Background: an optimization exercise with open tools, aiming at small area and a short achievable clock period. Do not read the settings as production practice.
Function not checked in this run: the RTL went through the layout flow alone.
Power is estimated from default activity; no workload was simulated.

==> design.v <==
`timescale 1ns / 1ps
module smul(input wire [7:0] a, input wire [7:0] b, output wire [7:0] y);
  wire pp1 = a[0] & b[0];
  wire pp2 = a[0] & b[1];
  wire pp3 = a[0] & b[2];
  wire pp4 = a[0] & b[3];
  wire pp5 = a[0] & b[4];
  wire pp6 = a[0] & b[5];
  wire pp7 = a[0] & b[6];
  wire pp8 = a[0] & b[7];
  wire pp9 = a[1] & b[0];
  wire pp10 = a[1] & b[1];
  wire pp11 = a[1] & b[2];
  wire pp12 = a[1] & b[3];
  wire pp13 = a[1] & b[4];
  wire pp14 = a[1] & b[5];
  wire pp15 = a[1] & b[6];
  wire pp16 = a[2] & b[0];
  wire pp17 = a[2] & b[1];
  wire pp18 = a[2] & b[2];
  wire pp19 = a[2] & b[3];
  wire pp20 = a[2] & b[4];
  wire pp21 = a[2] & b[5];
  wire pp22 = a[3] & b[0];
  wire pp23 = a[3] & b[1];
  wire pp24 = a[3] & b[2];
  wire pp25 = a[3] & b[3];
  wire pp26 = a[3] & b[4];
  wire pp27 = a[4] & b[0];
  wire pp28 = a[4] & b[1];
  wire pp29 = a[4] & b[2];
  wire pp30 = a[4] & b[3];
  wire pp31 = a[5] & b[0];
  wire pp32 = a[5] & b[1];
  wire pp33 = a[5] & b[2];
  wire pp34 = a[6] & b[0];
  wire pp35 = a[6] & b[1];
  wire pp36 = a[7] & b[0];
  wire h39 = pp3 ^ pp10;
  wire s37 = h39 ^ pp16;
  wire c38 = h39 ? pp16 : pp3;
  wire h42 = pp4 ^ pp11;
  wire s40 = h42 ^ pp17;
  wire c41 = h42 ? pp17 : pp4;
  wire h45 = pp22 ^ c38;
  wire s43 = h45 ^ s40;
  wire c44 = h45 ? s40 : pp22;
  wire h48 = pp5 ^ pp12;
  wire s46 = h48 ^ pp18;
  wire c47 = h48 ? pp18 : pp5;
  wire h51 = pp23 ^ pp27;
  wire s49 = h51 ^ c41;
  wire c50 = h51 ? c41 : pp23;
  wire h54 = s46 ^ c44;
  wire s52 = h54 ^ s49;
  wire c53 = h54 ? s49 : s46;
  wire h57 = pp6 ^ pp13;
  wire s55 = h57 ^ pp19;
  wire c56 = h57 ? pp19 : pp6;
  wire h60 = pp24 ^ pp28;
  wire s58 = h60 ^ pp31;
  wire c59 = h60 ? pp31 : pp24;
  wire h63 = c47 ^ s55;
  wire s61 = h63 ^ s58;
  wire c62 = h63 ? s58 : c47;
  wire h66 = c50 ^ s61;
  wire s64 = h66 ^ c53;
  wire c65 = h66 ? c53 : c50;
  wire h69 = pp7 ^ pp14;
  wire s67 = h69 ^ pp20;
  wire c68 = h69 ? pp20 : pp7;
  wire h72 = pp25 ^ pp29;
  wire s70 = h72 ^ pp32;
  wire c71 = h72 ? pp32 : pp25;
  wire h75 = pp34 ^ c56;
  wire s73 = h75 ^ c59;
  wire c74 = h75 ? c59 : pp34;
  wire h78 = s67 ^ s70;
  wire s76 = h78 ^ c62;
  wire c77 = h78 ? c62 : s67;
  wire h81 = s73 ^ s76;
  wire s79 = h81 ^ c65;
  wire c80 = h81 ? c65 : s73;
  wire x82 = pp8 ^ pp15;
  wire x83 = pp21 ^ pp26;
  wire x84 = pp30 ^ pp33;
  wire x85 = pp35 ^ pp36;
  wire x86 = x82 ^ x83;
  wire x87 = x84 ^ x85;
  wire x88 = c68 ^ c71;
  wire x89 = x86 ^ x87;
  wire x90 = x88 ^ x89;
  wire x91 = c74 ^ x90;
  wire x92 = x91 ^ c77;
  wire x93 = x92 ^ c80;
  wire [7:0] rx = {x93, s79, s64, s52, s43, s37, pp2, pp1};
  wire [7:0] ry = {1'b0, 1'b0, 1'b0, 1'b0, 1'b0, 1'b0, pp9, 1'b0};
  assign y = rx + ry;
endmodule
module vdot_tree(input wire [63:0] a, input wire [63:0] b, output wire [7:0] y);
  wire pp1 = a[0] & b[0];
  wire pp2 = a[0] & b[1];
  wire pp3 = a[0] & b[2];
  wire pp4 = a[0] & b[3];
  wire pp5 = a[0] & b[4];
  wire pp6 = a[0] & b[5];
  wire pp7 = a[0] & b[6];
  wire pp8 = a[0] & b[7];
  wire pp9 = a[1] & b[0];
  wire pp10 = a[1] & b[1];
  wire pp11 = a[1] & b[2];
  wire pp12 = a[1] & b[3];
  wire pp13 = a[1] & b[4];
  wire pp14 = a[1] & b[5];
  wire pp15 = a[1] & b[6];
  wire pp16 = a[2] & b[0];
  wire pp17 = a[2] & b[1];
  wire pp18 = a[2] & b[2];
  wire pp19 = a[2] & b[3];
  wire pp20 = a[2] & b[4];
  wire pp21 = a[2] & b[5];
  wire pp22 = a[3] & b[0];
  wire pp23 = a[3] & b[1];
  wire pp24 = a[3] & b[2];
  wire pp25 = a[3] & b[3];
  wire pp26 = a[3] & b[4];
  wire pp27 = a[4] & b[0];
  wire pp28 = a[4] & b[1];
  wire pp29 = a[4] & b[2];
  wire pp30 = a[4] & b[3];
  wire pp31 = a[5] & b[0];
  wire pp32 = a[5] & b[1];
  wire pp33 = a[5] & b[2];
  wire pp34 = a[6] & b[0];
  wire pp35 = a[6] & b[1];
  wire pp36 = a[7] & b[0];
  wire pp37 = a[8] & b[8];
  wire pp38 = a[8] & b[9];
  wire pp39 = a[8] & b[10];
  wire pp40 = a[8] & b[11];
  wire pp41 = a[8] & b[12];
  wire pp42 = a[8] & b[13];
  wire pp43 = a[8] & b[14];
  wire pp44 = a[8] & b[15];
  wire pp45 = a[9] & b[8];
  wire pp46 = a[9] & b[9];
  wire pp47 = a[9] & b[10];
  wire pp48 = a[9] & b[11];
  wire pp49 = a[9] & b[12];
  wire pp50 = a[9] & b[13];
  wire pp51 = a[9] & b[14];
  wire pp52 = a[10] & b[8];
  wire pp53 = a[10] & b[9];
  wire pp54 = a[10] & b[10];
  wire pp55 = a[10] & b[11];
  wire pp56 = a[10] & b[12];
  wire pp57 = a[10] & b[13];
  wire pp58 = a[11] & b[8];
  wire pp59 = a[11] & b[9];
  wire pp60 = a[11] & b[10];
  wire pp61 = a[11] & b[11];
  wire pp62 = a[11] & b[12];
  wire pp63 = a[12] & b[8];
  wire pp64 = a[12] & b[9];
  wire pp65 = a[12] & b[10];
  wire pp66 = a[12] & b[11];
  wire pp67 = a[13] & b[8];
  wire pp68 = a[13] & b[9];
  wire pp69 = a[13] & b[10];
  wire pp70 = a[14] & b[8];
  wire pp71 = a[14] & b[9];
  wire pp72 = a[15] & b[8];
  wire pp73 = a[16] & b[16];
  wire pp74 = a[16] & b[17];
  wire pp75 = a[16] & b[18];
  wire pp76 = a[16] & b[19];
  wire pp77 = a[16] & b[20];
  wire pp78 = a[16] & b[21];
  wire pp79 = a[16] & b[22];
  wire pp80 = a[16] & b[23];
  wire pp81 = a[17] & b[16];
  wire pp82 = a[17] & b[17];
  wire pp83 = a[17] & b[18];
  wire pp84 = a[17] & b[19];
  wire pp85 = a[17] & b[20];
  wire pp86 = a[17] & b[21];
  wire pp87 = a[17] & b[22];
  wire pp88 = a[18] & b[16];
  wire pp89 = a[18] & b[17];
  wire pp90 = a[18] & b[18];
  wire pp91 = a[18] & b[19];
  wire pp92 = a[18] & b[20];
  wire pp93 = a[18] & b[21];
  wire pp94 = a[19] & b[16];
  wire pp95 = a[19] & b[17];
  wire pp96 = a[19] & b[18];
  wire pp97 = a[19] & b[19];
  wire pp98 = a[19] & b[20];
  wire pp99 = a[20] & b[16];
  wire pp100 = a[20] & b[17];
  wire pp101 = a[20] & b[18];
  wire pp102 = a[20] & b[19];
  wire pp103 = a[21] & b[16];
  wire pp104 = a[21] & b[17];
  wire pp105 = a[21] & b[18];
  wire pp106 = a[22] & b[16];
  wire pp107 = a[22] & b[17];
  wire pp108 = a[23] & b[16];
  wire pp109 = a[24] & b[24];
  wire pp110 = a[24] & b[25];
  wire pp111 = a[24] & b[26];
  wire pp112 = a[24] & b[27];
  wire pp113 = a[24] & b[28];
  wire pp114 = a[24] & b[29];
  wire pp115 = a[24] & b[30];
  wire pp116 = a[24] & b[31];
  wire pp117 = a[25] & b[24];
  wire pp118 = a[25] & b[25];
  wire pp119 = a[25] & b[26];
  wire pp120 = a[25] & b[27];
  wire pp121 = a[25] & b[28];
  wire pp122 = a[25] & b[29];
  wire pp123 = a[25] & b[30];
  wire pp124 = a[26] & b[24];
  wire pp125 = a[26] & b[25];
  wire pp126 = a[26] & b[26];
  wire pp127 = a[26] & b[27];
  wire pp128 = a[26] & b[28];
  wire pp129 = a[26] & b[29];
  wire pp130 = a[27] & b[24];
  wire pp131 = a[27] & b[25];
  wire pp132 = a[27] & b[26];
  wire pp133 = a[27] & b[27];
  wire pp134 = a[27] & b[28];
  wire pp135 = a[28] & b[24];
  wire pp136 = a[28] & b[25];
  wire pp137 = a[28] & b[26];
  wire pp138 = a[28] & b[27];
  wire pp139 = a[29] & b[24];
  wire pp140 = a[29] & b[25];
  wire pp141 = a[29] & b[26];
  wire pp142 = a[30] & b[24];
  wire pp143 = a[30] & b[25];
  wire pp144 = a[31] & b[24];
  wire pp145 = a[32] & b[32];
  wire pp146 = a[32] & b[33];
  wire pp147 = a[32] & b[34];
  wire pp148 = a[32] & b[35];
  wire pp149 = a[32] & b[36];
  wire pp150 = a[32] & b[37];
  wire pp151 = a[32] & b[38];
  wire pp152 = a[32] & b[39];
  wire pp153 = a[33] & b[32];
  wire pp154 = a[33] & b[33];
  wire pp155 = a[33] & b[34];
  wire pp156 = a[33] & b[35];
  wire pp157 = a[33] & b[36];
  wire pp158 = a[33] & b[37];
  wire pp159 = a[33] & b[38];
  wire pp160 = a[34] & b[32];
  wire pp161 = a[34] & b[33];
  wire pp162 = a[34] & b[34];
  wire pp163 = a[34] & b[35];
  wire pp164 = a[34] & b[36];
  wire pp165 = a[34] & b[37];
  wire pp166 = a[35] & b[32];
  wire pp167 = a[35] & b[33];
  wire pp168 = a[35] & b[34];
  wire pp169 = a[35] & b[35];
  wire pp170 = a[35] & b[36];
  wire pp171 = a[36] & b[32];
  wire pp172 = a[36] & b[33];
  wire pp173 = a[36] & b[34];
  wire pp174 = a[36] & b[35];
  wire pp175 = a[37] & b[32];
  wire pp176 = a[37] & b[33];
  wire pp177 = a[37] & b[34];
  wire pp178 = a[38] & b[32];
  wire pp179 = a[38] & b[33];
  wire pp180 = a[39] & b[32];
  wire pp181 = a[40] & b[40];
  wire pp182 = a[40] & b[41];
  wire pp183 = a[40] & b[42];
  wire pp184 = a[40] & b[43];
  wire pp185 = a[40] & b[44];
  wire pp186 = a[40] & b[45];
  wire pp187 = a[40] & b[46];
  wire pp188 = a[40] & b[47];
  wire pp189 = a[41] & b[40];
  wire pp190 = a[41] & b[41];
  wire pp191 = a[41] & b[42];
  wire pp192 = a[41] & b[43];
  wire pp193 = a[41] & b[44];
  wire pp194 = a[41] & b[45];
  wire pp195 = a[41] & b[46];
  wire pp196 = a[42] & b[40];
  wire pp197 = a[42] & b[41];
  wire pp198 = a[42] & b[42];
  wire pp199 = a[42] & b[43];
  wire pp200 = a[42] & b[44];
  wire pp201 = a[42] & b[45];
  wire pp202 = a[43] & b[40];
  wire pp203 = a[43] & b[41];
  wire pp204 = a[43] & b[42];
  wire pp205 = a[43] & b[43];
  wire pp206 = a[43] & b[44];
  wire pp207 = a[44] & b[40];
  wire pp208 = a[44] & b[41];
  wire pp209 = a[44] & b[42];
  wire pp210 = a[44] & b[43];
  wire pp211 = a[45] & b[40];
  wire pp212 = a[45] & b[41];
  wire pp213 = a[45] & b[42];
  wire pp214 = a[46] & b[40];
  wire pp215 = a[46] & b[41];
  wire pp216 = a[47] & b[40];
  wire pp217 = a[48] & b[48];
  wire pp218 = a[48] & b[49];
  wire pp219 = a[48] & b[50];
  wire pp220 = a[48] & b[51];
  wire pp221 = a[48] & b[52];
  wire pp222 = a[48] & b[53];
  wire pp223 = a[48] & b[54];
  wire pp224 = a[48] & b[55];
  wire pp225 = a[49] & b[48];
  wire pp226 = a[49] & b[49];
  wire pp227 = a[49] & b[50];
  wire pp228 = a[49] & b[51];
  wire pp229 = a[49] & b[52];
  wire pp230 = a[49] & b[53];
  wire pp231 = a[49] & b[54];
  wire pp232 = a[50] & b[48];
  wire pp233 = a[50] & b[49];
  wire pp234 = a[50] & b[50];
  wire pp235 = a[50] & b[51];
  wire pp236 = a[50] & b[52];
  wire pp237 = a[50] & b[53];
  wire pp238 = a[51] & b[48];
  wire pp239 = a[51] & b[49];
  wire pp240 = a[51] & b[50];
  wire pp241 = a[51] & b[51];
  wire pp242 = a[51] & b[52];
  wire pp243 = a[52] & b[48];
  wire pp244 = a[52] & b[49];
  wire pp245 = a[52] & b[50];
  wire pp246 = a[52] & b[51];
  wire pp247 = a[53] & b[48];
  wire pp248 = a[53] & b[49];
  wire pp249 = a[53] & b[50];
  wire pp250 = a[54] & b[48];
  wire pp251 = a[54] & b[49];
  wire pp252 = a[55] & b[48];
  wire pp253 = a[56] & b[56];
  wire pp254 = a[56] & b[57];
  wire pp255 = a[56] & b[58];
  wire pp256 = a[56] & b[59];
  wire pp257 = a[56] & b[60];
  wire pp258 = a[56] & b[61];
  wire pp259 = a[56] & b[62];
  wire pp260 = a[56] & b[63];
  wire pp261 = a[57] & b[56];
  wire pp262 = a[57] & b[57];
  wire pp263 = a[57] & b[58];
  wire pp264 = a[57] & b[59];
  wire pp265 = a[57] & b[60];
  wire pp266 = a[57] & b[61];
  wire pp267 = a[57] & b[62];
  wire pp268 = a[58] & b[56];
  wire pp269 = a[58] & b[57];
  wire pp270 = a[58] & b[58];
  wire pp271 = a[58] & b[59];
  wire pp272 = a[58] & b[60];
  wire pp273 = a[58] & b[61];
  wire pp274 = a[59] & b[56];
  wire pp275 = a[59] & b[57];
  wire pp276 = a[59] & b[58];
  wire pp277 = a[59] & b[59];
  wire pp278 = a[59] & b[60];
  wire pp279 = a[60] & b[56];
  wire pp280 = a[60] & b[57];
  wire pp281 = a[60] & b[58];
  wire pp282 = a[60] & b[59];
  wire pp283 = a[61] & b[56];
  wire pp284 = a[61] & b[57];
  wire pp285 = a[61] & b[58];
  wire pp286 = a[62] & b[56];
  wire pp287 = a[62] & b[57];
  wire pp288 = a[63] & b[56];
  wire s289 = pp1 ^ pp37 ^ pp73;
  wire c290 = (pp1 & pp37) | (pp1 & pp73) | (pp37 & pp73);
  wire s291 = pp109 ^ pp145 ^ pp181;
  wire c292 = (pp109 & pp145) | (pp109 & pp181) | (pp145 & pp181);
  wire s293 = pp217 ^ pp253 ^ s289;
  wire c294 = (pp217 & pp253) | (pp217 & s289) | (pp253 & s289);
  wire s295 = pp2 ^ pp9 ^ pp38;
  wire c296 = (pp2 & pp9) | (pp2 & pp38) | (pp9 & pp38);
  wire s297 = pp45 ^ pp74 ^ pp81;
  wire c298 = (pp45 & pp74) | (pp45 & pp81) | (pp74 & pp81);
  wire s299 = pp110 ^ pp117 ^ pp146;
  wire c300 = (pp110 & pp117) | (pp110 & pp146) | (pp117 & pp146);
  wire s301 = pp153 ^ pp182 ^ pp189;
  wire c302 = (pp153 & pp182) | (pp153 & pp189) | (pp182 & pp189);
  wire s303 = pp218 ^ pp225 ^ pp254;
  wire c304 = (pp218 & pp225) | (pp218 & pp254) | (pp225 & pp254);
  wire s305 = pp261 ^ c290 ^ c292;
  wire c306 = (pp261 & c290) | (pp261 & c292) | (c290 & c292);
  wire s307 = s295 ^ s297 ^ s299;
  wire c308 = (s295 & s297) | (s295 & s299) | (s297 & s299);
  wire h311 = s301 ^ s303;
  wire s309 = h311 ^ c294;
  wire c310 = h311 ? c294 : s301;
  wire h314 = s305 ^ s307;
  wire s312 = h314 ^ s309;
  wire c313 = h314 ? s309 : s305;
  wire s315 = pp3 ^ pp10 ^ pp16;
  wire c316 = (pp3 & pp10) | (pp3 & pp16) | (pp10 & pp16);
  wire s317 = pp39 ^ pp46 ^ pp52;
  wire c318 = (pp39 & pp46) | (pp39 & pp52) | (pp46 & pp52);
  wire s319 = pp75 ^ pp82 ^ pp88;
  wire c320 = (pp75 & pp82) | (pp75 & pp88) | (pp82 & pp88);
  wire s321 = pp111 ^ pp118 ^ pp124;
  wire c322 = (pp111 & pp118) | (pp111 & pp124) | (pp118 & pp124);
  wire s323 = pp147 ^ pp154 ^ pp160;
  wire c324 = (pp147 & pp154) | (pp147 & pp160) | (pp154 & pp160);
  wire s325 = pp183 ^ pp190 ^ pp196;
  wire c326 = (pp183 & pp190) | (pp183 & pp196) | (pp190 & pp196);
  wire s327 = pp219 ^ pp226 ^ pp232;
  wire c328 = (pp219 & pp226) | (pp219 & pp232) | (pp226 & pp232);
  wire s329 = pp255 ^ pp262 ^ pp268;
  wire c330 = (pp255 & pp262) | (pp255 & pp268) | (pp262 & pp268);
  wire s331 = c296 ^ c298 ^ c300;
  wire c332 = (c296 & c298) | (c296 & c300) | (c298 & c300);
  wire s333 = c302 ^ c304 ^ s315;
  wire c334 = (c302 & c304) | (c302 & s315) | (c304 & s315);
  wire s335 = s317 ^ s319 ^ s321;
  wire c336 = (s317 & s319) | (s317 & s321) | (s319 & s321);
  wire s337 = s323 ^ s325 ^ s327;
  wire c338 = (s323 & s325) | (s323 & s327) | (s325 & s327);
  wire h341 = s329 ^ c306;
  wire s339 = h341 ^ c308;
  wire c340 = h341 ? c308 : s329;
  wire h344 = s331 ^ s333;
  wire s342 = h344 ^ s335;
  wire c343 = h344 ? s335 : s331;
  wire h347 = s337 ^ c310;
  wire s345 = h347 ^ s339;
  wire c346 = h347 ? s339 : s337;
  wire h350 = s342 ^ c313;
  wire s348 = h350 ^ s345;
  wire c349 = h350 ? s345 : s342;
  wire s351 = pp4 ^ pp11 ^ pp17;
  wire c352 = (pp4 & pp11) | (pp4 & pp17) | (pp11 & pp17);
  wire s353 = pp22 ^ pp40 ^ pp47;
  wire c354 = (pp22 & pp40) | (pp22 & pp47) | (pp40 & pp47);
  wire s355 = pp53 ^ pp58 ^ pp76;
  wire c356 = (pp53 & pp58) | (pp53 & pp76) | (pp58 & pp76);
  wire s357 = pp83 ^ pp89 ^ pp94;
  wire c358 = (pp83 & pp89) | (pp83 & pp94) | (pp89 & pp94);
  wire s359 = pp112 ^ pp119 ^ pp125;
  wire c360 = (pp112 & pp119) | (pp112 & pp125) | (pp119 & pp125);
  wire s361 = pp130 ^ pp148 ^ pp155;
  wire c362 = (pp130 & pp148) | (pp130 & pp155) | (pp148 & pp155);
  wire s363 = pp161 ^ pp166 ^ pp184;
  wire c364 = (pp161 & pp166) | (pp161 & pp184) | (pp166 & pp184);
  wire s365 = pp191 ^ pp197 ^ pp202;
  wire c366 = (pp191 & pp197) | (pp191 & pp202) | (pp197 & pp202);
  wire s367 = pp220 ^ pp227 ^ pp233;
  wire c368 = (pp220 & pp227) | (pp220 & pp233) | (pp227 & pp233);
  wire s369 = pp238 ^ pp256 ^ pp263;
  wire c370 = (pp238 & pp256) | (pp238 & pp263) | (pp256 & pp263);
  wire s371 = pp269 ^ pp274 ^ c316;
  wire c372 = (pp269 & pp274) | (pp269 & c316) | (pp274 & c316);
  wire s373 = c318 ^ c320 ^ c322;
  wire c374 = (c318 & c320) | (c318 & c322) | (c320 & c322);
  wire s375 = c324 ^ c326 ^ c328;
  wire c376 = (c324 & c326) | (c324 & c328) | (c326 & c328);
  wire s377 = c330 ^ s351 ^ s353;
  wire c378 = (c330 & s351) | (c330 & s353) | (s351 & s353);
  wire s379 = s355 ^ s357 ^ s359;
  wire c380 = (s355 & s357) | (s355 & s359) | (s357 & s359);
  wire s381 = s361 ^ s363 ^ s365;
  wire c382 = (s361 & s363) | (s361 & s365) | (s363 & s365);
  wire h385 = s367 ^ s369;
  wire s383 = h385 ^ c332;
  wire c384 = h385 ? c332 : s367;
  wire h388 = c334 ^ c336;
  wire s386 = h388 ^ c338;
  wire c387 = h388 ? c338 : c334;
  wire h391 = s371 ^ s373;
  wire s389 = h391 ^ s375;
  wire c390 = h391 ? s375 : s371;
  wire h394 = s377 ^ s379;
  wire s392 = h394 ^ s381;
  wire c393 = h394 ? s381 : s377;
  wire h397 = s383 ^ c340;
  wire s395 = h397 ^ s386;
  wire c396 = h397 ? s386 : s383;
  wire h400 = s389 ^ c343;
  wire s398 = h400 ^ s392;
  wire c399 = h400 ? s392 : s389;
  wire h403 = c346 ^ s395;
  wire s401 = h403 ^ s398;
  wire c402 = h403 ? s398 : c346;
  wire s404 = pp5 ^ pp12 ^ pp18;
  wire c405 = (pp5 & pp12) | (pp5 & pp18) | (pp12 & pp18);
  wire s406 = pp23 ^ pp27 ^ pp41;
  wire c407 = (pp23 & pp27) | (pp23 & pp41) | (pp27 & pp41);
  wire s408 = pp48 ^ pp54 ^ pp59;
  wire c409 = (pp48 & pp54) | (pp48 & pp59) | (pp54 & pp59);
  wire s410 = pp63 ^ pp77 ^ pp84;
  wire c411 = (pp63 & pp77) | (pp63 & pp84) | (pp77 & pp84);
  wire s412 = pp90 ^ pp95 ^ pp99;
  wire c413 = (pp90 & pp95) | (pp90 & pp99) | (pp95 & pp99);
  wire s414 = pp113 ^ pp120 ^ pp126;
  wire c415 = (pp113 & pp120) | (pp113 & pp126) | (pp120 & pp126);
  wire s416 = pp131 ^ pp135 ^ pp149;
  wire c417 = (pp131 & pp135) | (pp131 & pp149) | (pp135 & pp149);
  wire s418 = pp156 ^ pp162 ^ pp167;
  wire c419 = (pp156 & pp162) | (pp156 & pp167) | (pp162 & pp167);
  wire s420 = pp171 ^ pp185 ^ pp192;
  wire c421 = (pp171 & pp185) | (pp171 & pp192) | (pp185 & pp192);
  wire s422 = pp198 ^ pp203 ^ pp207;
  wire c423 = (pp198 & pp203) | (pp198 & pp207) | (pp203 & pp207);
  wire s424 = pp221 ^ pp228 ^ pp234;
  wire c425 = (pp221 & pp228) | (pp221 & pp234) | (pp228 & pp234);
  wire s426 = pp239 ^ pp243 ^ pp257;
  wire c427 = (pp239 & pp243) | (pp239 & pp257) | (pp243 & pp257);
  wire s428 = pp264 ^ pp270 ^ pp275;
  wire c429 = (pp264 & pp270) | (pp264 & pp275) | (pp270 & pp275);
  wire s430 = pp279 ^ c352 ^ c354;
  wire c431 = (pp279 & c352) | (pp279 & c354) | (c352 & c354);
  wire s432 = c356 ^ c358 ^ c360;
  wire c433 = (c356 & c358) | (c356 & c360) | (c358 & c360);
  wire s434 = c362 ^ c364 ^ c366;
  wire c435 = (c362 & c364) | (c362 & c366) | (c364 & c366);
  wire s436 = c368 ^ c370 ^ s404;
  wire c437 = (c368 & c370) | (c368 & s404) | (c370 & s404);
  wire s438 = s406 ^ s408 ^ s410;
  wire c439 = (s406 & s408) | (s406 & s410) | (s408 & s410);
  wire s440 = s412 ^ s414 ^ s416;
  wire c441 = (s412 & s414) | (s412 & s416) | (s414 & s416);
  wire s442 = s418 ^ s420 ^ s422;
  wire c443 = (s418 & s420) | (s418 & s422) | (s420 & s422);
  wire s444 = s424 ^ s426 ^ s428;
  wire c445 = (s424 & s426) | (s424 & s428) | (s426 & s428);
  wire h448 = c372 ^ c374;
  wire s446 = h448 ^ c376;
  wire c447 = h448 ? c376 : c372;
  wire h451 = c378 ^ c380;
  wire s449 = h451 ^ c382;
  wire c450 = h451 ? c382 : c378;
  wire h454 = s430 ^ s432;
  wire s452 = h454 ^ s434;
  wire c453 = h454 ? s434 : s430;
  wire h457 = s436 ^ s438;
  wire s455 = h457 ^ s440;
  wire c456 = h457 ? s440 : s436;
  wire h460 = s442 ^ s444;
  wire s458 = h460 ^ c384;
  wire c459 = h460 ? c384 : s442;
  wire h463 = s446 ^ c387;
  wire s461 = h463 ^ c390;
  wire c462 = h463 ? c390 : s446;
  wire h466 = s449 ^ s452;
  wire s464 = h466 ^ c393;
  wire c465 = h466 ? c393 : s449;
  wire h469 = s455 ^ s458;
  wire s467 = h469 ^ s461;
  wire c468 = h469 ? s461 : s455;
  wire h472 = c396 ^ c399;
  wire s470 = h472 ^ s464;
  wire c471 = h472 ? s464 : c396;
  wire h475 = s467 ^ c402;
  wire s473 = h475 ^ s470;
  wire c474 = h475 ? s470 : s467;
  wire s476 = pp6 ^ pp13 ^ pp19;
  wire c477 = (pp6 & pp13) | (pp6 & pp19) | (pp13 & pp19);
  wire s478 = pp24 ^ pp28 ^ pp31;
  wire c479 = (pp24 & pp28) | (pp24 & pp31) | (pp28 & pp31);
  wire s480 = pp42 ^ pp49 ^ pp55;
  wire c481 = (pp42 & pp49) | (pp42 & pp55) | (pp49 & pp55);
  wire s482 = pp60 ^ pp64 ^ pp67;
  wire c483 = (pp60 & pp64) | (pp60 & pp67) | (pp64 & pp67);
  wire s484 = pp78 ^ pp85 ^ pp91;
  wire c485 = (pp78 & pp85) | (pp78 & pp91) | (pp85 & pp91);
  wire s486 = pp96 ^ pp100 ^ pp103;
  wire c487 = (pp96 & pp100) | (pp96 & pp103) | (pp100 & pp103);
  wire s488 = pp114 ^ pp121 ^ pp127;
  wire c489 = (pp114 & pp121) | (pp114 & pp127) | (pp121 & pp127);
  wire s490 = pp132 ^ pp136 ^ pp139;
  wire c491 = (pp132 & pp136) | (pp132 & pp139) | (pp136 & pp139);
  wire s492 = pp150 ^ pp157 ^ pp163;
  wire c493 = (pp150 & pp157) | (pp150 & pp163) | (pp157 & pp163);
  wire s494 = pp168 ^ pp172 ^ pp175;
  wire c495 = (pp168 & pp172) | (pp168 & pp175) | (pp172 & pp175);
  wire s496 = pp186 ^ pp193 ^ pp199;
  wire c497 = (pp186 & pp193) | (pp186 & pp199) | (pp193 & pp199);
  wire s498 = pp204 ^ pp208 ^ pp211;
  wire c499 = (pp204 & pp208) | (pp204 & pp211) | (pp208 & pp211);
  wire s500 = pp222 ^ pp229 ^ pp235;
  wire c501 = (pp222 & pp229) | (pp222 & pp235) | (pp229 & pp235);
  wire s502 = pp240 ^ pp244 ^ pp247;
  wire c503 = (pp240 & pp244) | (pp240 & pp247) | (pp244 & pp247);
  wire s504 = pp258 ^ pp265 ^ pp271;
  wire c505 = (pp258 & pp265) | (pp258 & pp271) | (pp265 & pp271);
  wire s506 = pp276 ^ pp280 ^ pp283;
  wire c507 = (pp276 & pp280) | (pp276 & pp283) | (pp280 & pp283);
  wire s508 = c405 ^ c407 ^ c409;
  wire c509 = (c405 & c407) | (c405 & c409) | (c407 & c409);
  wire s510 = c411 ^ c413 ^ c415;
  wire c511 = (c411 & c413) | (c411 & c415) | (c413 & c415);
  wire s512 = c417 ^ c419 ^ c421;
  wire c513 = (c417 & c419) | (c417 & c421) | (c419 & c421);
  wire s514 = c423 ^ c425 ^ c427;
  wire c515 = (c423 & c425) | (c423 & c427) | (c425 & c427);
  wire s516 = c429 ^ s476 ^ s478;
  wire c517 = (c429 & s476) | (c429 & s478) | (s476 & s478);
  wire s518 = s480 ^ s482 ^ s484;
  wire c519 = (s480 & s482) | (s480 & s484) | (s482 & s484);
  wire s520 = s486 ^ s488 ^ s490;
  wire c521 = (s486 & s488) | (s486 & s490) | (s488 & s490);
  wire s522 = s492 ^ s494 ^ s496;
  wire c523 = (s492 & s494) | (s492 & s496) | (s494 & s496);
  wire s524 = s498 ^ s500 ^ s502;
  wire c525 = (s498 & s500) | (s498 & s502) | (s500 & s502);
  wire h528 = s504 ^ s506;
  wire s526 = h528 ^ c431;
  wire c527 = h528 ? c431 : s504;
  wire h531 = c433 ^ c435;
  wire s529 = h531 ^ c437;
  wire c530 = h531 ? c437 : c433;
  wire h534 = c439 ^ c441;
  wire s532 = h534 ^ c443;
  wire c533 = h534 ? c443 : c439;
  wire h537 = c445 ^ s508;
  wire s535 = h537 ^ s510;
  wire c536 = h537 ? s510 : c445;
  wire h540 = s512 ^ s514;
  wire s538 = h540 ^ s516;
  wire c539 = h540 ? s516 : s512;
  wire h543 = s518 ^ s520;
  wire s541 = h543 ^ s522;
  wire c542 = h543 ? s522 : s518;
  wire h546 = s524 ^ c447;
  wire s544 = h546 ^ s526;
  wire c545 = h546 ? s526 : s524;
  wire h549 = c450 ^ c453;
  wire s547 = h549 ^ s529;
  wire c548 = h549 ? s529 : c450;
  wire h552 = s532 ^ s535;
  wire s550 = h552 ^ c456;
  wire c551 = h552 ? c456 : s532;
  wire h555 = s538 ^ s541;
  wire s553 = h555 ^ c459;
  wire c554 = h555 ? c459 : s538;
  wire h558 = c462 ^ s544;
  wire s556 = h558 ^ c465;
  wire c557 = h558 ? c465 : c462;
  wire h561 = s547 ^ s550;
  wire s559 = h561 ^ s553;
  wire c560 = h561 ? s553 : s547;
  wire h564 = c468 ^ s556;
  wire s562 = h564 ^ c471;
  wire c563 = h564 ? c471 : c468;
  wire h567 = s559 ^ c474;
  wire s565 = h567 ^ s562;
  wire c566 = h567 ? s562 : s559;
  wire s568 = pp7 ^ pp14 ^ pp20;
  wire c569 = (pp7 & pp14) | (pp7 & pp20) | (pp14 & pp20);
  wire s570 = pp25 ^ pp29 ^ pp32;
  wire c571 = (pp25 & pp29) | (pp25 & pp32) | (pp29 & pp32);
  wire s572 = pp34 ^ pp43 ^ pp50;
  wire c573 = (pp34 & pp43) | (pp34 & pp50) | (pp43 & pp50);
  wire s574 = pp56 ^ pp61 ^ pp65;
  wire c575 = (pp56 & pp61) | (pp56 & pp65) | (pp61 & pp65);
  wire s576 = pp68 ^ pp70 ^ pp79;
  wire c577 = (pp68 & pp70) | (pp68 & pp79) | (pp70 & pp79);
  wire s578 = pp86 ^ pp92 ^ pp97;
  wire c579 = (pp86 & pp92) | (pp86 & pp97) | (pp92 & pp97);
  wire s580 = pp101 ^ pp104 ^ pp106;
  wire c581 = (pp101 & pp104) | (pp101 & pp106) | (pp104 & pp106);
  wire s582 = pp115 ^ pp122 ^ pp128;
  wire c583 = (pp115 & pp122) | (pp115 & pp128) | (pp122 & pp128);
  wire s584 = pp133 ^ pp137 ^ pp140;
  wire c585 = (pp133 & pp137) | (pp133 & pp140) | (pp137 & pp140);
  wire s586 = pp142 ^ pp151 ^ pp158;
  wire c587 = (pp142 & pp151) | (pp142 & pp158) | (pp151 & pp158);
  wire s588 = pp164 ^ pp169 ^ pp173;
  wire c589 = (pp164 & pp169) | (pp164 & pp173) | (pp169 & pp173);
  wire s590 = pp176 ^ pp178 ^ pp187;
  wire c591 = (pp176 & pp178) | (pp176 & pp187) | (pp178 & pp187);
  wire s592 = pp194 ^ pp200 ^ pp205;
  wire c593 = (pp194 & pp200) | (pp194 & pp205) | (pp200 & pp205);
  wire s594 = pp209 ^ pp212 ^ pp214;
  wire c595 = (pp209 & pp212) | (pp209 & pp214) | (pp212 & pp214);
  wire s596 = pp223 ^ pp230 ^ pp236;
  wire c597 = (pp223 & pp230) | (pp223 & pp236) | (pp230 & pp236);
  wire s598 = pp241 ^ pp245 ^ pp248;
  wire c599 = (pp241 & pp245) | (pp241 & pp248) | (pp245 & pp248);
  wire s600 = pp250 ^ pp259 ^ pp266;
  wire c601 = (pp250 & pp259) | (pp250 & pp266) | (pp259 & pp266);
  wire s602 = pp272 ^ pp277 ^ pp281;
  wire c603 = (pp272 & pp277) | (pp272 & pp281) | (pp277 & pp281);
  wire s604 = pp284 ^ pp286 ^ c477;
  wire c605 = (pp284 & pp286) | (pp284 & c477) | (pp286 & c477);
  wire s606 = c479 ^ c481 ^ c483;
  wire c607 = (c479 & c481) | (c479 & c483) | (c481 & c483);
  wire s608 = c485 ^ c487 ^ c489;
  wire c609 = (c485 & c487) | (c485 & c489) | (c487 & c489);
  wire s610 = c491 ^ c493 ^ c495;
  wire c611 = (c491 & c493) | (c491 & c495) | (c493 & c495);
  wire s612 = c497 ^ c499 ^ c501;
  wire c613 = (c497 & c499) | (c497 & c501) | (c499 & c501);
  wire s614 = c503 ^ c505 ^ c507;
  wire c615 = (c503 & c505) | (c503 & c507) | (c505 & c507);
  wire s616 = s568 ^ s570 ^ s572;
  wire c617 = (s568 & s570) | (s568 & s572) | (s570 & s572);
  wire s618 = s574 ^ s576 ^ s578;
  wire c619 = (s574 & s576) | (s574 & s578) | (s576 & s578);
  wire s620 = s580 ^ s582 ^ s584;
  wire c621 = (s580 & s582) | (s580 & s584) | (s582 & s584);
  wire s622 = s586 ^ s588 ^ s590;
  wire c623 = (s586 & s588) | (s586 & s590) | (s588 & s590);
  wire s624 = s592 ^ s594 ^ s596;
  wire c625 = (s592 & s594) | (s592 & s596) | (s594 & s596);
  wire s626 = s598 ^ s600 ^ s602;
  wire c627 = (s598 & s600) | (s598 & s602) | (s600 & s602);
  wire h630 = c509 ^ c511;
  wire s628 = h630 ^ c513;
  wire c629 = h630 ? c513 : c509;
  wire h633 = c515 ^ c517;
  wire s631 = h633 ^ c519;
  wire c632 = h633 ? c519 : c515;
  wire h636 = c521 ^ c523;
  wire s634 = h636 ^ c525;
  wire c635 = h636 ? c525 : c521;
  wire h639 = s604 ^ s606;
  wire s637 = h639 ^ s608;
  wire c638 = h639 ? s608 : s604;
  wire h642 = s610 ^ s612;
  wire s640 = h642 ^ s614;
  wire c641 = h642 ? s614 : s610;
  wire h645 = s616 ^ s618;
  wire s643 = h645 ^ s620;
  wire c644 = h645 ? s620 : s616;
  wire h648 = s622 ^ s624;
  wire s646 = h648 ^ s626;
  wire c647 = h648 ? s626 : s622;
  wire h651 = c527 ^ s628;
  wire s649 = h651 ^ c530;
  wire c650 = h651 ? c530 : c527;
  wire h654 = c533 ^ c536;
  wire s652 = h654 ^ s631;
  wire c653 = h654 ? s631 : c533;
  wire h657 = s634 ^ s637;
  wire s655 = h657 ^ s640;
  wire c656 = h657 ? s640 : s634;
  wire h660 = c539 ^ c542;
  wire s658 = h660 ^ s643;
  wire c659 = h660 ? s643 : c539;
  wire h663 = s646 ^ c545;
  wire s661 = h663 ^ s649;
  wire c662 = h663 ? s649 : s646;
  wire h666 = c548 ^ c551;
  wire s664 = h666 ^ s652;
  wire c665 = h666 ? s652 : c548;
  wire h669 = s655 ^ s658;
  wire s667 = h669 ^ c554;
  wire c668 = h669 ? c554 : s655;
  wire h672 = c557 ^ s661;
  wire s670 = h672 ^ s664;
  wire c671 = h672 ? s664 : c557;
  wire h675 = c560 ^ s667;
  wire s673 = h675 ^ c563;
  wire c674 = h675 ? c563 : c560;
  wire h678 = s670 ^ c566;
  wire s676 = h678 ^ s673;
  wire c677 = h678 ? s673 : s670;
  wire x679 = pp8 ^ pp15;
  wire x680 = pp21 ^ pp26;
  wire x681 = pp30 ^ pp33;
  wire x682 = pp35 ^ pp36;
  wire x683 = pp44 ^ pp51;
  wire x684 = pp57 ^ pp62;
  wire x685 = pp66 ^ pp69;
  wire x686 = pp71 ^ pp72;
  wire x687 = pp80 ^ pp87;
  wire x688 = pp93 ^ pp98;
  wire x689 = pp102 ^ pp105;
  wire x690 = pp107 ^ pp108;
  wire x691 = pp116 ^ pp123;
  wire x692 = pp129 ^ pp134;
  wire x693 = pp138 ^ pp141;
  wire x694 = pp143 ^ pp144;
  wire x695 = pp152 ^ pp159;
  wire x696 = pp165 ^ pp170;
  wire x697 = pp174 ^ pp177;
  wire x698 = pp179 ^ pp180;
  wire x699 = pp188 ^ pp195;
  wire x700 = pp201 ^ pp206;
  wire x701 = pp210 ^ pp213;
  wire x702 = pp215 ^ pp216;
  wire x703 = pp224 ^ pp231;
  wire x704 = pp237 ^ pp242;
  wire x705 = pp246 ^ pp249;
  wire x706 = pp251 ^ pp252;
  wire x707 = pp260 ^ pp267;
  wire x708 = pp273 ^ pp278;
  wire x709 = pp282 ^ pp285;
  wire x710 = pp287 ^ pp288;
  wire x711 = x679 ^ x680;
  wire x712 = x681 ^ x682;
  wire x713 = x683 ^ x684;
  wire x714 = x685 ^ x686;
  wire x715 = x687 ^ x688;
  wire x716 = x689 ^ x690;
  wire x717 = x691 ^ x692;
  wire x718 = x693 ^ x694;
  wire x719 = x695 ^ x696;
  wire x720 = x697 ^ x698;
  wire x721 = x699 ^ x700;
  wire x722 = x701 ^ x702;
  wire x723 = x703 ^ x704;
  wire x724 = x705 ^ x706;
  wire x725 = x707 ^ x708;
  wire x726 = x709 ^ x710;
  wire x727 = x711 ^ x712;
  wire x728 = x713 ^ x714;
  wire x729 = x715 ^ x716;
  wire x730 = x717 ^ x718;
  wire x731 = x719 ^ x720;
  wire x732 = x721 ^ x722;
  wire x733 = x723 ^ x724;
  wire x734 = x725 ^ x726;
  wire x735 = c569 ^ c571;
  wire x736 = c573 ^ c575;
  wire x737 = c577 ^ c579;
  wire x738 = c581 ^ c583;
  wire x739 = c585 ^ c587;
  wire x740 = c589 ^ c591;
  wire x741 = c593 ^ c595;
  wire x742 = c597 ^ c599;
  wire x743 = c601 ^ c603;
  wire x744 = x727 ^ x728;
  wire x745 = x729 ^ x730;
  wire x746 = x731 ^ x732;
  wire x747 = x733 ^ x734;
  wire x748 = x735 ^ x736;
  wire x749 = x737 ^ x738;
  wire x750 = x739 ^ x740;
  wire x751 = x741 ^ x742;
  wire x752 = x743 ^ x744;
  wire x753 = x745 ^ x746;
  wire x754 = x747 ^ x748;
  wire x755 = x749 ^ x750;
  wire x756 = x751 ^ c605;
  wire x757 = c607 ^ c609;
  wire x758 = c611 ^ c613;
  wire x759 = c615 ^ c617;
  wire x760 = c619 ^ c621;
  wire x761 = c623 ^ c625;
  wire x762 = c627 ^ x752;
  wire x763 = x753 ^ x754;
  wire x764 = x755 ^ x756;
  wire x765 = x757 ^ x758;
  wire x766 = x759 ^ x760;
  wire x767 = x761 ^ x762;
  wire x768 = x763 ^ c629;
  wire x769 = x764 ^ x765;
  wire x770 = c632 ^ c635;
  wire x771 = c638 ^ c641;
  wire x772 = x766 ^ c644;
  wire x773 = c647 ^ x767;
  wire x774 = x768 ^ x769;
  wire x775 = x770 ^ x771;
  wire x776 = x772 ^ x773;
  wire x777 = c650 ^ x774;
  wire x778 = x775 ^ c653;
  wire x779 = c656 ^ c659;
  wire x780 = x776 ^ x777;
  wire x781 = x778 ^ x779;
  wire x782 = c662 ^ x780;
  wire x783 = c665 ^ x781;
  wire x784 = x782 ^ c668;
  wire x785 = x783 ^ c671;
  wire x786 = x784 ^ x785;
  wire x787 = c674 ^ x786;
  wire x788 = x787 ^ c677;
  wire [7:0] rx = {x788, s676, s565, s473, c349, s348, s312, s291};
  wire [7:0] ry = {1'b0, 1'b0, 1'b0, 1'b0, s401, 1'b0, 1'b0, s293};
  assign y = rx + ry;
endmodule
`timescale 1ns / 1ps
module CPU( input clk,
	input rst,
	input wire [31:0] inst,
	input wire [63:0]	main_memory_input_data_path,
	output reg[63:0] main_memory_output_data_path,
	output wire[31:0] pc_inst_addr,
	output wire		Vector_Write_Access,
	output wire		Memory_Write_Access,
	output wire		Load_Vector_Flag,
	output wire 		Load_Word_Flag,
	output wire[11:0]	Main_Memory_Address
	);
	wire [5:0] op  = inst[31:26];
	wire [4:0] rd  = inst[25:21];
	wire [4:0] rs1 = inst[20:16];
	wire [4:0] rs2 = inst[15:11];
	wire [7:0] imm = inst[15:8];
	wire [63:0] mem = main_memory_input_data_path;
	wire op_add  = op == 6'b000000;
	wire op_sub  = op == 6'b000001;
	wire op_mul  = op == 6'b000010;
	wire op_and  = op == 6'b000100;
	wire op_or   = op == 6'b000101;
	wire op_xor  = op == 6'b000110;
	wire op_sll  = op == 6'b001000;
	wire op_srl  = op == 6'b001001;
	wire op_slt  = op == 6'b001010;
	wire op_seq  = op == 6'b001011;
	wire op_addi = op == 6'b001101;
	wire op_andi = op == 6'b001110;
	wire op_xori = op == 6'b001111;
	wire op_slti = op == 6'b101000;
	wire op_vadd = op == 6'b010000;
	wire op_vsub = op == 6'b010001;
	wire op_vdot = op == 6'b010010;
	wire op_lw   = op == 6'b100101;
	wire op_lv   = op == 6'b101101;
	wire op_sw   = op == 6'b100110;
	wire op_sv   = op == 6'b101110;
	wire op_rar  = op == 6'b101111;
	wire op_raw  = op == 6'b101100;
	wire op_beq  = op == 6'b100011;
	wire op_bgt  = op == 6'b011111;
	wire op_jmp  = op == 6'b110000;
	assign Load_Word_Flag      = op_lw | op_rar;
	assign Load_Vector_Flag    = op_lv | op_rar;
	assign Memory_Write_Access = op_sw | op_raw;
	assign Vector_Write_Access = op_sv | op_raw;
	assign Main_Memory_Address = inst[11:0];
	wire imm_sel = op_addi | op_andi | op_xori | op_slti | op_beq | op_bgt;
	wire s_we = op_add | op_sub | op_mul | op_and | op_or | op_xor | op_sll | op_srl |
	            op_slt | op_seq | op_addi | op_andi | op_xori | op_slti | op_lw;
	wire v_we = op_vadd | op_vsub | op_vdot | op_lv;
	reg [7:0]  R [0:30];
	reg [63:0] V [0:2];
	reg [31:0] T;
	reg [31:0] PC;
	assign pc_inst_addr = PC;
	wire [255:0] rf;
	genvar g;
	generate
		for (g = 0; g < 31; g = g + 1) begin : rf_flat
			assign rf[8*g +: 8] = R[g];
		end
	endgenerate
	assign rf[255:248] = 8'd0;
	function [7:0] rdmux(input [255:0] x, input [4:0] s);
		reg [63:0] l1;
		reg [15:0] l2;
		integer q;
		begin
			for (q = 0; q < 8; q = q + 1)
				case (s[1:0])
					2'd0: l1[8*q +: 8] = x[32*q +: 8];
					2'd1: l1[8*q +: 8] = x[32*q + 8 +: 8];
					2'd2: l1[8*q +: 8] = x[32*q + 16 +: 8];
					default: l1[8*q +: 8] = x[32*q + 24 +: 8];
				endcase
			for (q = 0; q < 2; q = q + 1)
				case (s[3:2])
					2'd0: l2[8*q +: 8] = l1[32*q +: 8];
					2'd1: l2[8*q +: 8] = l1[32*q + 8 +: 8];
					2'd2: l2[8*q +: 8] = l1[32*q + 16 +: 8];
					default: l2[8*q +: 8] = l1[32*q + 24 +: 8];
				endcase
			rdmux = s[4] ? l2[15:8] : l2[7:0];
		end
	endfunction
	wire [7:0] A = rdmux(rf, rs1);
	wire [7:0] B = rdmux(rf, rs2);
	wire nva = op_sw | op_raw;
	wire [63:0] VA = (V[0] & {64{rs1 == 5'd0 && !nva}}) |
	                 (V[1] & {64{rs1 == 5'd1 && !nva}}) |
	                 (V[2] & {64{rs1 == 5'd2 && !nva}});
	wire [63:0] VB = (V[0] & {64{rs2 == 5'd0}}) |
	                 (V[1] & {64{rs2 == 5'd1}}) |
	                 (V[2] & {64{rs2 == 5'd2}});
	always @(*) begin
		main_memory_output_data_path = VA;
		main_memory_output_data_path[7:0] = VA[7:0] | (A & {8{op_sw}}) | (PC[7:0] & {8{op_raw}});
		main_memory_output_data_path[31:8] = VA[31:8] | (PC[31:8] & {24{op_raw}});
	end
	wire [7:0] B2 = imm_sel ? imm : B;
	wire do_sub = !(op_add | op_addi);
	wire [7:0] b2x = B2 ^ {8{do_sub}};
	reg [8:0] dc;
	reg [7:0] diff;
	integer d;
	always @(*) begin
		dc[0] = do_sub;
		for (d = 0; d < 8; d = d + 1) begin
			diff[d] = A[d] ^ b2x[d] ^ dc[d];
			dc[d+1] = (A[d] ^ b2x[d]) ? dc[d] : A[d];
		end
	end
	wire lt = !dc[8];                 
	wire eq = (A == B2);
	wire [7:0] prod;
	smul u_mul(.a(A), .b(B), .y(prod));
	wire [7:0] shl = (B[7:3] != 5'd0) ? 8'd0 : (A << B[2:0]);
	wire [7:0] shr = (B[7:3] != 5'd0) ? 8'd0 : (A >> B[2:0]);
	reg [7:0] alu;
	always @(*) begin
		alu = 8'd0;
		if (op_add | op_addi | op_sub) alu = diff;
		if (op_mul)                    alu = prod;
		if (op_and | op_andi)          alu = A & B2;
		if (op_or)                     alu = A | B2;
		if (op_xor | op_xori)          alu = A ^ B2;
		if (op_sll)                    alu = shl;
		if (op_srl)                    alu = shr;
		if (op_slt | op_slti)          alu = {7'd0, lt};
		if (op_seq)                    alu = {7'd0, eq};
	end
	wire [7:0] s_wdata = op_lw ? mem[7:0] : alu;
	reg [63:0] vaddsub;
	wire [7:0] dot;
	vdot_tree u_dot(.a(VA), .b(VB), .y(dot));
	integer k, m;
	reg [8:0] cy;
	reg [7:0] bb;
	always @(*) begin
		for (k = 0; k < 8; k = k + 1) begin
			bb = VB[8*k +: 8] ^ {8{op_vsub}};
			cy[0] = op_vsub;
			for (m = 0; m < 8; m = m + 1) begin
				vaddsub[8*k+m] = VA[8*k+m] ^ bb[m] ^ cy[m];
				cy[m+1] = (VA[8*k+m] ^ bb[m]) ? cy[m] : VA[8*k+m];
			end
		end
	end
	wire [63:0] v_wdata = op_lv ? mem : (op_vdot ? {56'd0, dot} : vaddsub);
	wire taken = (op_beq & !eq) | (op_bgt & !lt & !eq);
	always @(posedge clk) begin
		if (rst) PC <= 32'd0;
		else if (op_jmp) PC <= {6'd0, inst[25:0]};
		else if (taken) PC <= T;
		else PC <= PC + 32'd4;
	end
	always @(posedge clk)
		if (op_rar) T <= mem[31:0];
	integer j;
	always @(posedge clk) begin
		for (j = 0; j < 31; j = j + 1)
			if (s_we && rd == j) R[j] <= s_wdata;
		for (j = 0; j < 3; j = j + 1)
			if (v_we && rd == j) V[j] <= v_wdata;
	end
endmodule
==> flow/run.sh <==
#!/bin/bash
set -euo pipefail
bash standard.sh "BUFFER_PORTS_ARGS=-buffer_cell sky130_fd_sc_hd__buf_2" \
  "CTS_ARGS=-sink_clustering_enable -repair_clock_nets -dont_use_dummy_load -buf_list {sky130_fd_sc_hd__clkbuf_2 sky130_fd_sc_hd__clkbuf_4 sky130_fd_sc_hd__clkbuf_8}" \
  finish > standard_flow.log 2>&1
==> standard.sh <==
#!/bin/bash
# synth_recipe.tcl (not shown) runs the flow's synth.tcl, then flattens the netlist and writes it again
# the make line also repeats each setting of config.mk as NAME=value (left out here)
make -C /OpenROAD-flow-scripts/flow DESIGN_CONFIG=/design/flow/config.mk WORK_HOME=/design/flow/orfs CLKGATE_MAP_FILE= SYNTH_SCRIPT=/design/flow/synth_recipe.tcl "${@:-finish}"
==> config.mk <==
export PLATFORM = sky130hd
export DESIGN_NAME = CPU
export DESIGN_NICKNAME = CPU
export VERILOG_FILES = /design/flow/design.v
export SDC_FILE = /design/flow/constraint.sdc
export NUM_CORES = 4
export LEC_CHECK = 0
export ABC_AREA = 1
export CAP_MARGIN = 20
export CORE_MARGIN = 2
export CORE_UTILIZATION = 40
export SETUP_SLACK_MARGIN = 5
export SLEW_MARGIN = 20
==> constraint.sdc <==
create_clock -name core_clock -period 12.0 [get_ports {clk}]
set_input_delay 2.4000 -clock core_clock [delete_from_list [all_inputs] [get_ports {clk}]]
set_output_delay 2.4000 -clock core_clock [all_outputs]
set_load 0.01 [all_outputs]
==> results_dict.tcl <==
set metrics [dict create \
    reg2reg_depth 28 \
    die_h_um 312 \
    finalSetupViolCount 0 \
    synth-edff-count 472 \
    hpwl_um 97900 \
    met3_usage 0.0595 \
    slew_headroom 0.193 \
    synth_commonest_cells "nand2_1, inv_1, edfxtp_1" \
    grt_util_met2 0.451 \
    grt_max_degree 65 \
    worst_pin_slew_ns 1.20 \
    dr_total_vias 36200 \
    yosys.area_share.simple 0.290 \
    grt_overflow 0 \
    synth_top_area_share 0.373 \
    synth.area.mux_share 0 \
    timing.reg2reg.setup_slack_ns 7.10 \
    clock_latency_ns 0.79 \
    vias_per_cell 5.55 \
    outcome "no timing/DRC/antenna violations" \
    min_delay_path_depth 2 \
    clk_path_buf_depth 3 \
    port_buffers 209 \
    async_flop_share 0 \
    hold_violations 0 \
    critical_path_required_ns 12.52 \
    fill_cells 9066 \
    pin_count 210 \
    synth_area_um2 38000 \
    crit_top_cell "nand2_1" \
    syn2layout_area_growth_pct 20.4 \
    hold-path-endpoint "PC[15]" \
    hold_class "reg2reg" \
    r2r_end "V[1][7]" \
    drive_above_1_share 0.204 \
    fin_util 0.483 \
    grt_pass1_wl_um 212000 \
    totalWireLength_um 152000 \
    synth_compound_gate_area_share 0.0920 \
    htree_num_levels 3 \
    fp.dieArea_um2 97400 \
    maxSlewViolCount 0 \
    synth.most_common_cell "nand2_1" \
    remaining_drc_errors 0 \
    r2r-start "V[1][11]" \
    rsz0062_at_grt "true" \
    clock_sinks 504 \
    worstPathMaxFanout 8 \
    synth_cells 4840 \
    multi_input_area_um2 21400 \
    core-area_um2 94600 \
    synth_top_family_by_area "simple AND/OR/NAND/NOR gates" \
    drtAntennaViolNets 0 \
    synth_xor_area_frac 0.0700 \
    ys_types 72 \
    avgSynthCellArea_um2 7.85 \
    synth_ff_type "edfxtp_1" \
    die_x_um 312 \
    syn-num-nets 5074 \
    synth_seq_cells 504 \
    start_util 0.401 \
    synthTopCellsByArea "edfxtp_1, nand2_1, fa_1, inv_1, nand3_1" \
    stdcell_area_um2 45700 \
    nets 5484 \
    clockRootBuffer "clkbuf_8" \
    cpPeakStageDelay_ns 0.64 \
    synth_top_area_cell "edfxtp_1" \
    start_kind "input pin" \
    grt_pass1_vias 32800 \
    crit_start "inst[19]" \
    ys_seq_area_frac 0.390 \
    period_minus_slack_ns 7.10 \
    grt_usage 0.293 \
    antenna_found_initial 10 \
    wl_per_cell_um 23.4 \
    clkSlewWorstSetupHoldPaths_ns 0.06 \
    rows 113 \
    arrival_ns 7.62 \
    cp-end-kind "flip-flop" \
    ir_worst_vdd_v 0.0000749 \
    ctsHoldBuffers 0 \
    cp_slowest_cell "fa_2" \
    groute.layer.met1.usage 0.407 \
    gp_congestion 0.977 \
    yosysWarnings 3 \
    cts_made_buffers 90 \
    power_density_nw_per_um2 90.9 \
    clock_skew_ns 0.116 \
    fin_setup_tns_ns 0 \
    dr.pass1.iters 8 \
    timing.fmax_mhz 141 \
    post_dp_cell_area_um2 40000 \
    cts_tree "done" \
    p_leak_nw 20.6 \
    worst-setup-path-type "in2reg" \
    max_cap_viol_count 0 \
    regArea_um2 14800 \
    final.period_utilization 0.591 \
    drtIter0Drc 4422 \
    synthAdderAreaFrac 0.0684 \
    timing.hold.worst.start "T[15]" \
    top_usage_layer "met2" \
]
[per-layer routing]
| metal | vias up | wire, um | part of all wire |
|---|---|---|---|
| met5 | - | 56 | 0.00037 |
| met1 | 17200 | 62000 | 0.41 |
| met3 | 381 | 16700 | 0.11 |
| li1 | 16400 | - | - |
| met2 | 2083 | 66500 | 0.44 |
| met4 | 10 | 7160 | 0.047 |
[worst max-delay path by stage]
stage	endpoint	cells after the start	slack [ns]
2_1_floorplan	V[0][7]	38	4.97
3_3_place_gp	V[0][7]	37	2.88
3_5_place_dp	V[1][7]	36	2.77
4_1_cts	V[0][7]	30	4.99
5_1_grt	V[1][7]	40	4.71
6_report	V[1][7]	36	4.90
[through the flow]
step | total power [W] | setup WS, ns | hold WS, ns | std cells
after floorplan | 0.00248 | 4.97 | 0.443 | 4840
after global placement | 0.00270 | 2.88 | 0.480 | 6186
after detailed placement | 0.00271 | 2.77 | 0.492 | 6186
after CTS | 0.00408 | 4.99 | 0.465 | 6361
after global routing | 0.00429 | 4.71 | 0.506 | 6515
final | 0.00415 | 4.90 | 0.461 | 6518
[final cells by class]
class                           instances  area share
Inverter                              591      0.0523
Clock buffer                           90      0.0271
Tap cell                             1265      0.0346
Timing Repair inverter                 14     0.00632
Antenna cell                            5    0.000274
Multi-Input combinational cell       3586       0.469
Sequential cell                       504       0.324
Timing Repair Buffer                  463      0.0862
[flip-flops by register name, summed over array words and instances, names as in the netlist]
name and count:
T 32, PC 32, V 192, R 248
[cells by family after synthesis]
| family | Yosys count |
|---|---|
| fa+ha+maj | 140 |
| simple gates | 2540 |
| buf+inv | 757 |
| xor+xnor | 299 |
| flops | 504 |
| compound gates | 600 |
[worst max-delay path, delay by kind of cell]
family / cells / cell delay [ns]
and+or+nand+nor: 17 / 1.96
xor gates and xnor gates: 1 / 0.12
AOI/OAI and AO/OA: 6 / 0.96
adders and majority gates: 2 / 1.13
buffers and inverters: 10 / 1.01
[power breakdown]
group | internal (W) | switching (W) | leakage (nW)
Clock | 0.000655 | 0.000687 | 0.647
Sequential | 0.00195 | 0.00000847 | 4.64
Combinational | 0.000267 | 0.000584 | 15.3
Total | 0.00288 | 0.00128 | 20.6
[what timing repair did]
action / 4_1_cts / 5_1_grt
pin swaps: 42 / 146
setup buffers: 65 / 139
endpoints found under the setup margin: 364 / 238
gates cloned: 20 / 13
resized for setup: 201 / 326
[layout by cell type, fill, tap and decap left out, types with 27 or more instances in the layout]
cell type	instances
dfxtp_1	32
nor2_1	228
xnor2_1	90
o21ai_1	82
inv_2	27
nand4_1	27
nand3_1	331
nand2_4	27
buf_2	196
nand3_4	56
clkbuf_8	90
nand2_1	1600
o21ai_0	217
nand3_2	39
xor2_1	183
buf_4	191
edfxtp_1	472
o21bai_1	27
buf_12	37
o21ai_2	28
fa_2	31
inv_1	534
fa_1	83
a21oi_1	121
nand2_2	107

==> static timing again, ports no longer ideal <==
Ports are ideal in the flow. The routed layout listed here was re-timed in OpenROAD. Step 1 (the two cells are an assumption about what drives the block):
set clk [get_ports {clk}]
set_driving_cell -lib_cell sky130_fd_sc_hd__clkbuf_16 $clk
set_driving_cell -lib_cell sky130_fd_sc_hd__buf_2 [delete_from_list [all_inputs] $clk]
Step 2 times the ports against the registers' clock, not the clock port: input delays grow and output delays shrink by t, the midpoint of the rising clock arrivals with the driver on. Slacks: no drivers / after step 1 / after step 2; pairs: no drivers / after step 1.
t, ns: 0.796
slack for setup (ns): 4.903 / 4.819 / 4.079
hold WS [ns]: 0.461 / 0.461 / 0.461
After both steps this run still meets setup and hold. For this run, drivers alone change the setup slack by -0.084 ns; drivers and shift together by -0.824 ns.
